From an optimization exercise on the open Yosys and OpenROAD flow, aimed at small area; shortcuts taken in it are not production practice. Only simulation tests tie the RTL to the original design; equivalence was not proved. The flow treats the clock pin as an ideal source. Dropping or thinning the clock tree relies on that and would not hold on a real chip. Power is estimated from default activity; no workload was simulated.

Design top, start of the top module:
module top (
    input wire clk,
    input wire rst,
    input wire rx,
    input wire btn1,
    input wire btn2,
    output wire tx,
    output wire [5:0] led
);
  wire tick, armed;
  uart_keypad u_tb (.clk(clk), .rst(rst), .tick(tick), .armed(armed));
  wire p1, p2;
  edge_det u_ed1 (.clk(clk), .btn_in(btn1), .armed(armed), .press(p1));
  edge_det u_ed2 (.clk(clk), .btn_in(btn2), .armed(armed), .press(p2));
  wire k_up, k_down;
  uart_rx u_rx (.clk(clk), .rst(rst), .din(rx), .tick(tick), .up(k_up), .down(k_down));
  wire b1 = p1 | k_up;
  wire b2 = p2 | k_down;
  wire press_any = b1 | b2;
  reg  [5:0] cnt;
  wire [5:0] next_cnt = b1 ? cnt + 6'd1 : cnt - 6'd1;
  reg       busy, de, sn, pending, adv;
  reg [3:0] idx;
  reg [5:0] lat;
  wire re, rd;
  wire last = idx[3];
  wire adv_set = press_any ? ~busy : (busy & ~re & de & (~last | pending));
  always @(posedge clk) begin
    if (rst) begin
      cnt  <= 6'd0;
      busy <= 1'b0;
    end else if (press_any) begin
      cnt <= next_cnt;
      if (!busy) begin
        busy    <= 1'b1;
        pending <= 1'b0;
        idx     <= 4'd0;
        lat     <= next_cnt;
        de      <= 1'b0;
        sn      <= 1'b0;
      end else pending <= 1'b1;
    end else if (busy) begin
      if (re) de <= 1'b1;
      else if (de) begin
        de <= 1'b0;
        if (last) begin
          if (pending) begin
  ...
Size in the first run: about 12 I/O pins, about 0.0036 mm² of cells after synthesis.
clock: 37.0 ns
lec_check: 0
abc_area: 1
cap_margin: 20
core_margin: 2
core_utilization: 40
slew_margin: 20
standard.sh (not shown) runs the stock make flow with config.mk's settings and CLKGATE_MAP_FILE= SYNTH_SCRIPT=/design/flow/synth_recipe.tcl, a recipe that flattens the netlist after the stock synthesis.
==> flow/flow/run.sh <==
#!/bin/bash
# Standard ORFS layout with three changes: an area-oriented ABC mapping
# script for synthesis (registers are untouched), no dummy loads in clock
# tree synthesis, and the smallest buffer on the ports.
set -euo pipefail
W=$(pwd)
rm -rf "$W/myscripts"
cp -r "$FLOW_HOME/scripts" "$W/myscripts"
cp "$W/flow/abc_area.script" "$W/myscripts/abc_area.script"
bash standard.sh SCRIPTS_DIR="$W/myscripts" synth > "$W/synth.log" 2>&1
export CTS_ARGS="-sink_clustering_enable -repair_clock_nets -dont_use_dummy_load"
export BUFFER_PORTS_ARGS="-buffer_cell sky130_fd_sc_hd__buf_1"
bash standard.sh > "$W/layout.log" 2>&1
==> flow/flow/abc_area.script <==
strash
dc2
dch -f
amap
topo
The first run finished with timing, DRC and antenna clean.
Next try:
==> flow/run.sh (new file) <==
#!/bin/bash
# synth_recipe.tcl (not shown) runs the flow's synth.tcl, then flattens the netlist and writes it again
# the make line also repeats each setting of config.mk as NAME=value (left out here)
make -C /OpenROAD-flow-scripts/flow DESIGN_CONFIG=/design/flow/config.mk WORK_HOME=/design/flow/orfs CLKGATE_MAP_FILE= SYNTH_SCRIPT=/design/flow/synth_recipe.tcl finish
removed: flow/flow/run.sh
removed: flow/flow/abc_area.script
removed: flow/standard.sh
What happened: Global-route usage shrinks by 0.81 points; critical path depth is lower by 2; cell count went up by 23%; setup slack gets better by 0.51 ns; die area rose by 12%; sequential share of layout area fell by 5.3 points; clock power grows by 23%; power increases by 11%; wire length goes up by 7.9%; non-clock buffer count shrinks by 1; clock-buffer cell count climbs by 1.

---

Setup of onyx:
top, a different RTL version from the one above (not shown whole).
Size: about 420 cells after synthesis, about 76 flip-flops, roughly 12 I/O pins, roughly 3500 um2 of cells after synthesis.
clock: 37.0 ns
lec_check: 0
abc_area: 1
cap_margin: 20
core_margin: 2
core_utilization: 40
slew_margin: 20
==> flow/flow/run.sh <==
#!/bin/bash
# Standard ORFS layout with three changes: an area-oriented ABC mapping
# script for synthesis (registers are untouched), no dummy loads in clock
# tree synthesis, and the smallest buffer on the ports.
set -euo pipefail
W=$(pwd)
rm -rf "$W/myscripts"
cp -r "$FLOW_HOME/scripts" "$W/myscripts"
cp "$W/flow/abc_area.script" "$W/myscripts/abc_area.script"
bash standard.sh SCRIPTS_DIR="$W/myscripts" synth > "$W/synth.log" 2>&1
export CTS_ARGS="-sink_clustering_enable -repair_clock_nets -dont_use_dummy_load -sink_clustering_size 40 -sink_clustering_max_diameter 300 -buf_list sky130_fd_sc_hd__clkbuf_8"
export BUFFER_PORTS_ARGS="-buffer_cell sky130_fd_sc_hd__buf_1"
bash standard.sh > "$W/layout.log" 2>&1
==> flow/flow/abc_area.script <==
strash
dc2
dch -f
amap
topo
For amber, these inputs were changed with respect to onyx:
==> flow/flow/run.sh <==
#!/bin/bash
# Standard ORFS layout with three changes: an area-oriented ABC mapping
# script for synthesis (registers are untouched), no dummy loads in clock
# tree synthesis, and the smallest buffer on the ports.
set -euo pipefail
W=$(pwd)
rm -rf "$W/myscripts"
cp -r "$FLOW_HOME/scripts" "$W/myscripts"
cp "$W/flow/abc_area.script" "$W/myscripts/abc_area.script"
bash standard.sh SCRIPTS_DIR="$W/myscripts" synth > "$W/synth.log" 2>&1
export CTS_ARGS="-sink_clustering_enable -repair_clock_nets -dont_use_dummy_load"
export BUFFER_PORTS_ARGS="-buffer_cell sky130_fd_sc_hd__buf_1"
bash standard.sh > "$W/layout.log" 2>&1
==> flow/flow/abc_area.script <==
strash
dc2
dch -f
amap
strash
dch -f
amap
topo
Findings:
- In amber the met1 track utilization from global routing turned out 1.2 points higher than in onyx.
- Compared with onyx, largest net degree at the start of global routing in amber increased by more than a quarter.
- Utilization onyx -> amber: up
- Number of cells on the critical path for amber: 3 down relative to onyx
- On amber: combinational group share of total power is 1.5 points lower than what onyx gave.
- [diff] total power, amber relative to onyx: improvement
- Per the comparison of amber with onyx, largest incremental delay on the critical path rose 0.06 ns; count of inserted tapcells now smaller.
--- input diff amber..indigo ---
==> flow/flow/run.sh <==
#!/bin/bash
# Standard ORFS layout with three changes: an area-oriented ABC mapping
# script for synthesis (registers are untouched), no dummy loads in clock
# tree synthesis, and the smallest buffer on the ports.
set -euo pipefail
W=$(pwd)
rm -rf "$W/myscripts"
cp -r "$FLOW_HOME/scripts" "$W/myscripts"
cp "$W/flow/abc_area.script" "$W/myscripts/abc_area.script"
bash standard.sh SCRIPTS_DIR="$W/myscripts" synth > "$W/synth.log" 2>&1
export CTS_ARGS="-sink_clustering_enable -repair_clock_nets -dont_use_dummy_load -sink_clustering_size 25 -sink_clustering_max_diameter 300 -buf_list {sky130_fd_sc_hd__clkbuf_4 sky130_fd_sc_hd__clkbuf_8}"
export BUFFER_PORTS_ARGS="-buffer_cell sky130_fd_sc_hd__buf_1"
bash standard.sh > "$W/layout.log" 2>&1
==> flow/flow/abc_area.script <==
strash
dc2
dch -f
amap
topo
Notes after the runs:
Changes observed in indigo relative to amber: setup slack grew by 0.049 ns; total power picked up an extra about 2.3%. From amber to indigo the numbers moved as follows: number of different library cells in the post-synthesis netlist decreased 4.9%, register-to-register slack decreased by 0.08 ns relative to the old numbers, multi-input gate count fell by 8, post-route minimum period has decreased, share of the synthesized netlist area taken by xor and xnor gates picked up an extra 0.25 points. Comparing amber and indigo, the higher number of global-route vias before repair was measured on indigo. The higher internal power component of amber and indigo is in indigo.

---

== lane 1 ==
The RTL this note starts from:
==> flow/design.v <==
module edge_det (
  input  wire clk,
  input  wire btn_in,    
  input  wire armed,
  output wire press
);
  reg s0, s1, s2, s3;
  always @(posedge clk) begin
    s0 <= btn_in;
    s1 <= s0;
    s2 <= s1;
    s3 <= s2;
  end
  assign press = armed & ~s2 & s3;
endmodule
module uart_rx (
  input  wire clk,
  input  wire rst,
  input  wire din,
  input  wire tick,
  output wire up,
  output wire down
);
  reg m, s;
  always @(posedge clk) begin
    m <= din;
    s <= m;
  end
  reg [7:0] pos;
  reg ok, b0;
  wire we = pos[7] & pos[6] & ~pos[0];
  wire [3:0] ph = pos[7:4];
  wire idle = pos[7] & pos[6];
  wire dec  = tick & ~pos[3] & pos[2] & pos[1] & pos[0];
  wire ph0  = ~|ph;
  wire stp  = pos[7] & pos[4];
  wire leave = dec & ((ph0 & s) | stp);
  always @(posedge clk) begin
    if (rst) pos <= 8'hff;
    else if (leave) pos <= {7'h7f, ~(stp & s & ok)};
    else if ((tick & (~idle | ~s)) | we) pos <= pos + 8'd1;
  end
  wire p1 = ~ph[3] & ~ph[2] & ~ph[1] & ph[0];
  wire bad = (~ph[3] & ~ph[2] & ph[1] & (s ^ ph[0]))           
           | (~ph[3] & ph[2] & ~ph[1] & ~ph[0] & s)            
           | (~ph[3] & ph[2] & ~ph[1] & ph[0] & (s ^ b0))      
           | (ph[2] & ph[1] & ph[0] & ~s)                      
           | (ph[3] & ~ph[0] & s);                             
  always @(posedge clk) begin
    ok <= (dec & p1) | (ok & ~(dec & bad));
    if (dec & p1) b0 <= s;
  end
  assign up   = we & b0;
  assign down = we & ~b0;
endmodule
module uart_keypad (input wire clk, input wire rst, output wire tick, output wire armed);
  reg [3:0] hi; reg [6:0] lo;
  reg [10:0] pc;
  assign tick  = &hi;
  assign armed = (pc[10:9]==2'b11) && (pc[7:0]==8'b00001001);
  wire [7:0] lo45 = {1'b0, lo} + 8'd45;
  always @(posedge clk) begin
    if (rst) begin hi <= 4'd0; lo <= 7'd45; end
    else if (tick) begin hi <= {2'b00, lo45[7], ~lo45[7]}; lo <= lo45[6:0]; end
    else hi <= hi + 4'd1;
  end
  always @(posedge clk) begin
    if (rst) pc <= 11'd0;
    else if (!armed && hi == 4'd14 && lo == 7'd0) pc <= {pc[9:0], ~(pc[10] ^ pc[8])};
  end
endmodule
module uart_tx (
  input  wire       clk,
  input  wire       rst,
  input  wire       go,
  input  wire [7:0] chr,
  output wire       re,
  output wire       rd,
  output wire       dout
);
  reg [3:0] s;
  reg [7:0] baud;    
  wire tx_on = ~s[3] | ~s[2] | (s[1] & s[0]);
  wire full  = (baud == 8'd168);
  wire w     = s[3] & s[2] & ~s[1] & ~s[0];
  assign re  = s[3] & s[2] & ~s[1] & s[0];
  assign rd  = s[3] & s[2] & s[1] & ~s[0];
  wire stop  = s[3] & ~s[2];
  always @(posedge clk) begin
    if (rst) s <= 4'd12;
    else if (tx_on & full & stop) s <= 4'd12;
    else if ((tx_on & full) | (w & go) | re | rd) s <= s + 4'd1;
  end
  always @(posedge clk) begin
    if (tx_on & ~full) baud <= {baud[6:0], ~(baud[7] ^ baud[5] ^ baud[4] ^ baud[3])};
    else baud <= 8'd0;
  end
  assign dout = s[3] ? ~(&s) : chr[s[2:0]];
endmodule
module top (
    input wire clk,
    input wire rst,
    input wire rx,
    input wire btn1,
    input wire btn2,
    output wire tx,
    output wire [5:0] led
);
  wire tick, armed;
  uart_keypad u_tb (.clk(clk), .rst(rst), .tick(tick), .armed(armed));
  wire p1, p2;
  edge_det u_ed1 (.clk(clk), .btn_in(btn1), .armed(armed), .press(p1));
  edge_det u_ed2 (.clk(clk), .btn_in(btn2), .armed(armed), .press(p2));
  wire k_up, k_down;
  uart_rx u_rx (.clk(clk), .rst(rst), .din(rx), .tick(tick), .up(k_up), .down(k_down));
  wire b1 = p1 | k_up;
  wire b2 = p2 | k_down;
  wire press_any = b1 | b2;
  reg  [5:0] cnt;
  wire [5:0] cnt_nx = b1 ? cnt + 6'd1 : b2 ? cnt - 6'd1 : cnt;
  reg       busy, de, sn, pending, adv;
  reg [3:0] cur;
  reg [5:0] lat;
  wire re, rd;
  wire [3:0] nxt1;
  assign nxt1[0] = (cur[1] & cur[0]) | (cur[3] & cur[2]);
  assign nxt1[1] = (cur[2]) | (cur[1] & ~cur[0]);
  assign nxt1[2] = (~cur[1] & ~cur[0]) | (cur[3] & ~cur[0]);
  assign nxt1[3] = (cur[0]) | (~cur[2] & cur[1]) | (cur[3] & cur[1]);
  wire is_tens = (cur[2] & cur[0]);
  wire is_units = (~cur[2] & cur[1] & cur[0]);
  wire is_last_a = (~cur[1] & cur[0]);
  wire is_last_n = (cur[3] & ~cur[1] & ~cur[0]);
  wire [3:0] nxt = adv ? nxt1 : cur;
  wire last = adv ? is_last_a : is_last_n;
  wire start   = press_any & ~busy;
  wire de_proc = ~press_any & busy & ~re & de;
  wire sn_proc = ~press_any & busy & ~re & ~de & sn;
  wire restart = de_proc & last & pending;
  wire finish  = de_proc & last & ~pending;
  wire adv_set = start | (de_proc & (~last | pending));
  always @(posedge clk) begin
    busy    <= ~rst & (start | (busy & ~finish));
    pending <= ~start & ~restart & (pending | (press_any & busy));
    de      <= ~start & ((~press_any & busy & re) | (de & ~de_proc));
    sn      <= ~start & ((de_proc & ~finish) | (sn & ~de_proc & ~sn_proc));
    if (start | restart) lat <= cnt_nx;
  end
  always @(posedge clk) cnt <= rst ? 6'd0 : cnt_nx;
  always @(posedge clk) adv <= adv_set | (adv & ~rd);
  always @(posedge clk) begin
    if (press_any & ~busy) cur <= 4'd8;
    else if (rd) cur <= nxt;
  end
  wire [2:0] tens  = lat / 6'd10;
  wire [3:0] units = lat % 6'd10;
  wire [7:0] chr;
  assign chr[0] = (cur[2] & ~cur[1]) | (~cur[1] & cur[0]) | (is_tens & tens[0]) | (is_units & units[0]);
  assign chr[1] = (~cur[3] & cur[2]) | (cur[3] & ~cur[2] & ~cur[0]) | (is_tens & tens[1]) | (is_units & units[1]);
  assign chr[2] = (~cur[1] & cur[0]) | (~cur[3] & cur[1]) | (is_tens & tens[2]) | (is_units & units[2]);
  assign chr[3] = (~cur[1] & cur[0]) | (~cur[3] & cur[2] & cur[1]) | (cur[3] & ~cur[2] & ~cur[0]) | (is_units & units[3]);
  assign chr[4] = (~cur[2] & cur[1]) | (cur[2] & cur[0]);
  assign chr[5] = (cur[3] & cur[1]);
  assign chr[6] = (~cur[3]);
  assign chr[7] = 1'b0;
  uart_tx u_tx (.clk(clk), .rst(rst), .go(busy & ~sn), .chr(chr), .re(re), .rd(rd), .dout(tx));
  assign led = ~cnt;
endmodule
Settings: LEC_CHECK=0, ABC_AREA=1, CAP_MARGIN=20, CORE_MARGIN=2, CORE_UTILIZATION=70, PLACE_DENSITY=0.85, SLEW_MARGIN=20; clock period 37.0 ns.
==> flow/flow/run.sh <==
#!/bin/bash
# Standard ORFS layout with three changes:
#  - synthesis maps the logic with an area-oriented ABC script instead of
#    ORFS's abc_area.script: each flow/*.script is tried and the one giving
#    the smallest netlist is used (the registers are the same for all);
#  - a one-level clock tree built by flow/cts_hook.tcl instead of TritonCTS;
#  - the smallest buffer on the ports.
set -euo pipefail
W=$(pwd)
best=""
best_area=""
for s in "$W"/flow/*.script; do
  n=$(basename "$s" .script)
  rm -rf "$W/scripts_$n" "$W/trial_$n"
  cp -r "$FLOW_HOME/scripts" "$W/scripts_$n"
  cp "$s" "$W/scripts_$n/abc_area.script"
  if bash standard.sh WORK_HOME="$W/trial_$n" SCRIPTS_DIR="$W/scripts_$n" synth > "$W/trial_$n.log" 2>&1; then
    a=$(awk '/Chip area for module/ {print $NF}' "$W"/trial_$n/reports/*/top/base/synth_stat.txt)
    echo "$n $a" >> "$W/trials.txt"
    if [[ -z "$best_area" ]] || awk -v a="$a" -v b="$best_area" 'BEGIN { exit !(a < b) }'; then
      best=$n
      best_area=$a
    fi
  fi
  rm -rf "$W/trial_$n"
done
echo "using $best $best_area" >> "$W/trials.txt"
bash standard.sh SCRIPTS_DIR="$W/scripts_$best" synth > "$W/synth.log" 2>&1
export PRE_CTS_TCL="$W/flow/cts_hook.tcl"
export CLK_NBUF=4
export CLK_BUFCELL=sky130_fd_sc_hd__clkbuf_8
export CLK_BUFCELL_BIG=sky130_fd_sc_hd__clkbuf_16
export CLK_SLEW_UP=0.125
export BUFFER_PORTS_ARGS="-buffer_cell sky130_fd_sc_hd__buf_1"
bash standard.sh > "$W/layout.log" 2>&1
Other scripts of this flow, unchanged in this note and not shown: flow/flow/amap.script, flow/flow/b2.script, flow/flow/b6.script, flow/flow/c2.script, flow/flow/c4.script, flow/flow/cts_hook.tcl, flow/flow/d6.script
Lane 1 completed; timing, DRC and antenna clean
For lane 2, these inputs were changed with respect to lane 1:
Settings: a change of CORE_UTILIZATION from 70 to 40; a change of PLACE_DENSITY from 0.85 to 0.8.
==> comparison <==
Lane 2 finished all stages; the layout is clean. Lane 1: all stages complete, timing, DRC and antenna checks passed. Delta (lane 2 minus lane 1): total power moved down, chip width moved up. Fmax ends up lower on lane 2. Global-route usage was higher in lane 1 than in lane 2. Comparing lane 2 with lane 1, the worst hold slack came out essentially unchanged. Compared with lane 1, in lane 2 design area went up by about 1.8%, filler cell count in the final layout shows an increase of about 140%.
Edits applied to the flow inputs when going from lane 2 to lane 3:
Settings: changing CORE_UTILIZATION from 40 to 60; removing PLACE_DENSITY (formerly 0.8).
Findings:
On net switching fraction of the power, the lower figure sits with lane 2, not lane 3.
Internal power summed over all cells: lane 3 vs lane 2, no meaningful difference
In the reports for lane 2 and lane 3, the larger first-iteration DRC count belongs to lane 3.
Edits applied to the flow inputs when going from lane 3 to lane 4:
Settings: a change of CORE_UTILIZATION from 60 to 40.
Notes after the runs:
Diff lane 3 -> lane 4: worst hold slack after final layout now smaller, highest clock rate comparable, global-route wire length before repair now smaller, power now larger.
In every run of this note, the design's own scripts or RTL, not TritonCTS, make the clock network.

-- separate check: timing with driven ports --
How much do the figures lean on ideal ports? The routed layouts below were timed once more, with nothing changed but the port constraints.
Step 1, drivers: a clkbuf_16 drives clk and a buf_2 each remaining input, both assumed.
Step 2 times the ports against the registers' clock, not the clock port: input delays grow and output delays shrink by t, the midpoint of the rising clock arrivals with the driver on.
Slacks: no drivers / after step 1 / after step 2; pairs: no drivers / after step 1.
run | shift t [ns] | setup slack, ns | worst slew at a driven data input, ns
the first run of note 1 | 0.354 | 26.125 / 26.092 / 26.446 | 0.03
the second run of note 1 | 0.373 | 26.639 / 26.607 / 26.980 | 0.03
onyx | 0.368 | 26.247 / 26.216 / 26.585 | 0.03
amber | 0.371 | 26.198 / 26.167 / 26.539 | 0.03
indigo | 0.368 | 26.247 / 26.216 / 26.585 | 0.03
lane 1 | 0.216 | 26.350 / 26.295 / 26.512 | 0.03
lane 2 | 0.223 | 26.305 / 26.241 / 26.463 | 0.03
lane 3 | 0.212 | 26.362 / 26.309 / 26.521 | 0.03
lane 4 | 0.213 | 26.363 / 26.296 / 26.509 | 0.03
After both steps setup and hold are still met in every run listed.
